What follows belongs to an exercise in optimizing a design on an open flow for small area; a production flow would make more cautious choices. In this exercise RTL edits were held to simulation tests only and were not proved equivalent to the original.

Design cordic_amplitude_angle, start of the top module:
module cordic_amplitude_angle (
    input                clk,
    input                rst_n,
    input  signed [31:0] x,
    input  signed [31:0] y,
    input                pre_vaild,
    output signed [31:0] amplitude,
    output signed [31:0] angle,
    output reg           post_vaild
);
Size: about 510 flip-flops, roughly 130 I/O pins, roughly 52,000 um^2 of cells after synthesis.
clock: 7.5 ns
lec_check: 0
cap_margin: 20
core_margin: 2
core_utilization: 40
slew_margin: 20
run.sh (not shown) runs the stock make flow with config.mk's settings and CLKGATE_MAP_FILE= SYNTH_SCRIPT=/design/flow/synth_recipe.tcl, a recipe that flattens the netlist after the stock synthesis.
==> next run, changes <==
--- a/flow/config.mk
+++ b/flow/config.mk
@@ -10,2 +10,3 @@
 export CORE_UTILIZATION = 40
+export CTS_BUF_LIST = sky130_fd_sc_hd__clkbuf_4 sky130_fd_sc_hd__clkbuf_8
 export SLEW_MARGIN = 20
Result: Synthesized area stays the same. Global-route usage went up by 0.12 points. Non-clock buffer count went up by 5. Via count went up by 0.49%. Utilization went up by 0.17 points. Count of clock-buffer cells in the layout went up by 51.


cordic_amplitude_angle, a different RTL version from the one above (not shown whole).
Size: ~5400 cells after synthesis, about 510 flip-flops, ~51000 um2 of cells after synthesis.
==> flow/design.v (excerpt) <==
module cordic_amplitude_angle (
    input                clk,
    input                rst_n,
    input  signed [31:0] x,
    input  signed [31:0] y,
    input                pre_vaild,
    output signed [31:0] amplitude,
    output signed [31:0] angle,
    output reg           post_vaild
);
clock: 7.5 ns
lec_check: 0
cap_margin: 20
core_margin: 2
core_utilization: 55
place_density: 0.65
slew_margin: 20
standard.sh (not shown) runs the stock make flow with config.mk's settings and CLKGATE_MAP_FILE= SYNTH_SCRIPT=/design/flow/synth_recipe.tcl, a recipe that flattens the netlist after the stock synthesis.
==> flow/flow/run.sh <==
#!/bin/bash
# The standard layout flow (standard.sh) with two changes:
# - the buffers that global placement puts on every input and output port are
#   sky130_fd_sc_hd__buf_1 cells instead of the default choice (the resizer may
#   still upsize them);
# - clock tree synthesis clusters up to 30 flip-flops within 80 um per leaf
#   buffer and inserts no dummy loads.
# standard.sh's own output goes to standard_flow.log; each ORFS step keeps its
# full log under orfs/logs/.
export BUFFER_PORTS_ARGS="-buffer_cell sky130_fd_sc_hd__buf_1"
export CTS_ARGS="-sink_clustering_enable -repair_clock_nets -sink_clustering_size 30 -sink_clustering_max_diameter 80 -dont_use_dummy_load"
bash standard.sh > standard_flow.log 2>&1
Next try:
==> flow/flow/run.sh (replaced) <==
#!/bin/bash
# The standard layout flow (standard.sh) with one change: the buffers that
# global placement puts on every input and output port are
# sky130_fd_sc_hd__buf_1 cells instead of the default choice (the resizer may
# still upsize them). standard.sh's own output goes to standard_flow.log; each
# ORFS step keeps its full log under orfs/logs/.
export BUFFER_PORTS_ARGS="-buffer_cell sky130_fd_sc_hd__buf_1"
bash standard.sh > standard_flow.log 2>&1
--- a/flow/config.mk
+++ b/flow/config.mk
@@ -10,2 +10,3 @@
-export CORE_UTILIZATION = 55
-export PLACE_DENSITY = 0.65
+export CORE_UTILIZATION = 40
+export CTS_CLUSTER_DIAMETER = 85
+export CTS_CLUSTER_SIZE = 32
Cell area is higher slightly.
Sequential share of layout area shrinks by 0.34 points.
Die area is higher by well over a third.
Setup slack gains 0.031 ns.
Non-clock buffer count does not change.
Maximum frequency came out higher slightly.
Register-to-register slack is better by 0.11 ns.
Next try:
==> flow/flow/run.sh (replaced) <==
#!/bin/bash
# The standard layout flow (standard.sh) with two changes:
# - the buffers that global placement puts on every input and output port are
#   sky130_fd_sc_hd__buf_1 cells instead of the default choice (the resizer may
#   still upsize them);
# - clock tree synthesis clusters up to 25 flip-flops within 70 um per leaf
#   buffer and inserts no dummy loads.
# standard.sh's own output goes to standard_flow.log; each ORFS step keeps its
# full log under orfs/logs/.
export BUFFER_PORTS_ARGS="-buffer_cell sky130_fd_sc_hd__buf_1"
export CTS_ARGS="-sink_clustering_enable -repair_clock_nets -sink_clustering_size 25 -sink_clustering_max_diameter 70 -dont_use_dummy_load"
bash standard.sh > standard_flow.log 2>&1
--- a/flow/config.mk
+++ b/flow/config.mk
@@ -11,2 +11 @@
-export CTS_CLUSTER_DIAMETER = 85
-export CTS_CLUSTER_SIZE = 32
+export GPL_TIMING_DRIVEN = 0
What happened: The changed run went through all stages and came out clean. Critical path depth rises by 3. Final cell count rises by 0.49%. Count of clock-buffer cells in the layout rises by 6. Worst setup slack got worse by 0.011 ns. Flip-flop and latch count is unchanged.
Next try:
--- a/flow/flow/run.sh
+++ b/flow/flow/run.sh
@@ -6 +6 @@
-# - clock tree synthesis clusters up to 25 flip-flops within 70 um per leaf
+# - clock tree synthesis clusters up to 30 flip-flops within 80 um per leaf
@@ -11 +11 @@
-export CTS_ARGS="-sink_clustering_enable -repair_clock_nets -sink_clustering_size 25 -sink_clustering_max_diameter 70 -dont_use_dummy_load"
+export CTS_ARGS="-sink_clustering_enable -repair_clock_nets -sink_clustering_size 30 -sink_clustering_max_diameter 80 -dont_use_dummy_load"
--- a/flow/config.mk
+++ b/flow/config.mk
@@ -11 +10,0 @@
-export GPL_TIMING_DRIVEN = 0
=> Setup slack got worse by 0.026 ns. Worst hold slack improved by 0.039 ns. Core utilization is lower by 0.43 points. Sequential cell count does not change. Clock skew is lower by 0.047 ns. First-iteration DRC count is lower by 13%. Cell count is lower by 0.86%. Synthesized area is unchanged. Die area is unchanged.
Next try:
==> flow/flow/run.sh (replaced) <==
#!/bin/bash
# The standard layout flow (standard.sh) with one change: the buffers that
# global placement puts on every input and output port are
# sky130_fd_sc_hd__buf_1 cells instead of the default choice (the resizer may
# still upsize them). standard.sh's own output goes to standard_flow.log; each
# ORFS step keeps its full log under orfs/logs/.
export BUFFER_PORTS_ARGS="-buffer_cell sky130_fd_sc_hd__buf_1"
bash standard.sh > standard_flow.log 2>&1
Outcome:
- The changed run produced a clean layout
- count of clock-buffer cells in the layout went up by 32
- synthesized cell count is unchanged
- core utilization rises by 0.91 points
- maximum frequency rose by 0.72%
- final cell count rose by 0.95%
- final area goes up by 2.1%


cordic_amplitude_angle, a different RTL version from the one above (not shown whole).
For scale: roughly 50000 µm² of cells after synthesis.
Design cordic_amplitude_angle, start of the top module:
module cordic_amplitude_angle (
    input                clk,
    input                rst_n,
    input  signed [31:0] x,
    input  signed [31:0] y,
    input                pre_vaild,
    output signed [31:0] amplitude,
    output signed [31:0] angle,
    output reg           post_vaild
);
wire sx_i = x[31];
wire [28:0] ax_i = sx_i ? (~x[28:0] + 29'd1) : x[28:0];
wire [29:0] y_i = y[29:0];
wire d0 = y_i[29];
wire nd0 = ~d0;
wire e0 = d0 ^ ~sx_i;
wire [28:0] xo0 = y_i[28:0] ^ {29{d0}};
wire [29:0] Xn0_p, Xn0_g;
assign Xn0_p[0] = ax_i[0] ^ xo0[0]; assign Xn0_g[0] = ax_i[0] & xo0[0];
assign Xn0_p[1] = ax_i[1] ^ xo0[1]; assign Xn0_g[1] = ax_i[1] & xo0[1];
assign Xn0_p[2] = ax_i[2] ^ xo0[2]; assign Xn0_g[2] = ax_i[2] & xo0[2];
assign Xn0_p[3] = ax_i[3] ^ xo0[3]; assign Xn0_g[3] = ax_i[3] & xo0[3];
assign Xn0_p[4] = ax_i[4] ^ xo0[4]; assign Xn0_g[4] = ax_i[4] & xo0[4];
assign Xn0_p[5] = ax_i[5] ^ xo0[5]; assign Xn0_g[5] = ax_i[5] & xo0[5];
assign Xn0_p[6] = ax_i[6] ^ xo0[6]; assign Xn0_g[6] = ax_i[6] & xo0[6];
assign Xn0_p[7] = ax_i[7] ^ xo0[7]; assign Xn0_g[7] = ax_i[7] & xo0[7];
  ...
make LEC_CHECK=0 CAP_MARGIN=20 CORE_MARGIN=2 CORE_UTILIZATION=40 SLEW_MARGIN=20 finish   # period 7.5 ns
run.sh (not shown) runs the stock make flow with config.mk's settings and CLKGATE_MAP_FILE= SYNTH_SCRIPT=/design/flow/synth_recipe.tcl, a recipe that flattens the netlist after the stock synthesis.
Stock flow here: none of the scripts above is used.
The baseline completed with no timing, DRC or antenna violations.
Change:
==> flow/flow/run.sh (new file) <==
#!/bin/bash
# The standard layout flow (standard.sh), with the port buffers that global
# placement inserts on every input and output made of sky130_fd_sc_hd__buf_1
# cells instead of the default choice; the resizer may still upsize them.
export BUFFER_PORTS_ARGS="-buffer_cell sky130_fd_sc_hd__buf_1"
bash standard.sh > standard_flow.log 2>&1
status=$?
cp standard.sh standard_copy.sh.txt 2>/dev/null
exit $status
==> flow/standard.sh (new file) <==
#!/bin/bash
# synth_recipe.tcl (not shown) runs the flow's synth.tcl, then flattens the netlist and writes it again
# the make line also repeats each setting of config.mk as NAME=value (left out here)
make -C /OpenROAD-flow-scripts/flow DESIGN_CONFIG=/design/flow/config.mk WORK_HOME=/design/flow/orfs CLKGATE_MAP_FILE= SYNTH_SCRIPT=/design/flow/synth_recipe.tcl "${@:-finish}"
removed: flow/run.sh
Result: Worst setup slack got worse by 69 ps; count of clock-buffer cells in the layout fell by 1; cell area fell by about 1.3%; sequential cell count does not change; via count stays flat; synthesized cell count does not change; first-iteration DRC count fell by 2.8%.


== before ==
cordic_amplitude_angle with an RTL version that a note above also has.
Size in the first run: about 5500 cells after synthesis, roughly 510 flip-flops, ~52000 µm² of cells after synthesis.
==> flow/design.v (excerpt) <==
module cordic_amplitude_angle (
    input                clk,
    input                rst_n,
    input  signed [31:0] x,
    input  signed [31:0] y,
    input                pre_vaild,
    output signed [31:0] amplitude,
    output signed [31:0] angle,
    output reg           post_vaild
);
clock: 7.5 ns
lec_check: 0
cap_margin: 20
core_margin: 2
core_utilization: 55
cts_cluster_size: 50
place_density: 0.65
slew_margin: 20
Stock flow here: none of the scripts above is used.
#### Input delta (after over before)
# before
export LEC_CHECK = 0
export CAP_MARGIN = 20
export CORE_MARGIN = 2
export CORE_UTILIZATION = 55
export CTS_CLUSTER_SIZE = 50
export PLACE_DENSITY = 0.65
export SLEW_MARGIN = 20
create_clock -name core_clock -period 7.5 [get_ports {clk}]
# after
export LEC_CHECK = 0
export CAP_MARGIN = 20
export CORE_MARGIN = 2
export CORE_UTILIZATION = 65
export PLACE_DENSITY = 0.75
export SLEW_MARGIN = 20
create_clock -name core_clock -period 7.5 [get_ports {clk}]
after went all the way through synthesis, placement and routing and the layout is clean on timing, DRC and antenna. Share of the final layout cell area in sequential cells essentially unchanged between after and before. Diff before -> after | maximum frequency | down slightly. [after vs before] met1 track demand over resource: higher in after.

[separate check: timing with driven ports]
How much do the figures lean on ideal ports? The routed layouts below were timed once more, with nothing changed but the port constraints.
Step 1 sets driving cells, clkbuf_16 on the clock port and buf_2 on the other inputs (assumed; they add their load-dependent delay and slew).
Step 2 adds t to the input delays and takes it off the output delays; t is the mean of the earliest and latest rising clock arrival at the registers after step 1. Input paths then give back, and output paths get back, about the clock's delay inside the block.
Three values: no drivers, after step 1, after step 2; two values: the first two.
run | t, ns | setup WS [ns] | worst hold slack (ns) | clock arrival spread, ns | worst slew at a driven data input, ns
the first run of note 1 | 0.735 | 0.252 / 0.177 / 0.357 | 0.322 / 0.322 / 0.322 | 0.053 / 0.054 | 0.05
the second run of note 1 | 0.804 | 0.240 / 0.169 / 0.332 | 0.325 / 0.325 / 0.325 | 0.047 / 0.047 | 0.05
the first run of note 2 | 0.626 | 0.330 / 0.268 / 0.397 | 0.308 / 0.308 / 0.308 | 0.096 / 0.096 | 0.05
the second run of note 2 | 0.672 | 0.361 / 0.292 / 0.509 | 0.303 / 0.303 / 0.303 | 0.048 / 0.048 | 0.05
the third run of note 2 | 0.667 | 0.350 / 0.312 / 0.350 | 0.247 / 0.247 / 0.247 | 0.126 / 0.126 | 0.03
the fourth run of note 2 | 0.643 | 0.324 / 0.257 / 0.510 | 0.286 / 0.286 / 0.286 | 0.064 / 0.064 | 0.05
the fifth run of note 2 | 0.709 | 0.375 / 0.306 / 0.542 | 0.310 / 0.310 / 0.310 | 0.035 / 0.036 | 0.05
the first run of note 3 | 0.722 | 0.216 / 0.144 / 0.545 | 0.305 / 0.305 / 0.305 | 0.040 / 0.040 | 0.04
the second run of note 3 | 0.724 | 0.146 / 0.080 / 0.402 | 0.319 / 0.319 / 0.319 | 0.053 / 0.054 | 0.04
before | 0.734 | 0.262 / 0.196 / 0.353 | 0.320 / 0.320 / 0.320 | 0.051 / 0.052 | 0.06
after | 0.708 | 0.217 / 0.152 / 0.437 | 0.323 / 0.323 / 0.323 | 0.054 / 0.053 | 0.04
After both steps setup and hold are still met in every run listed.
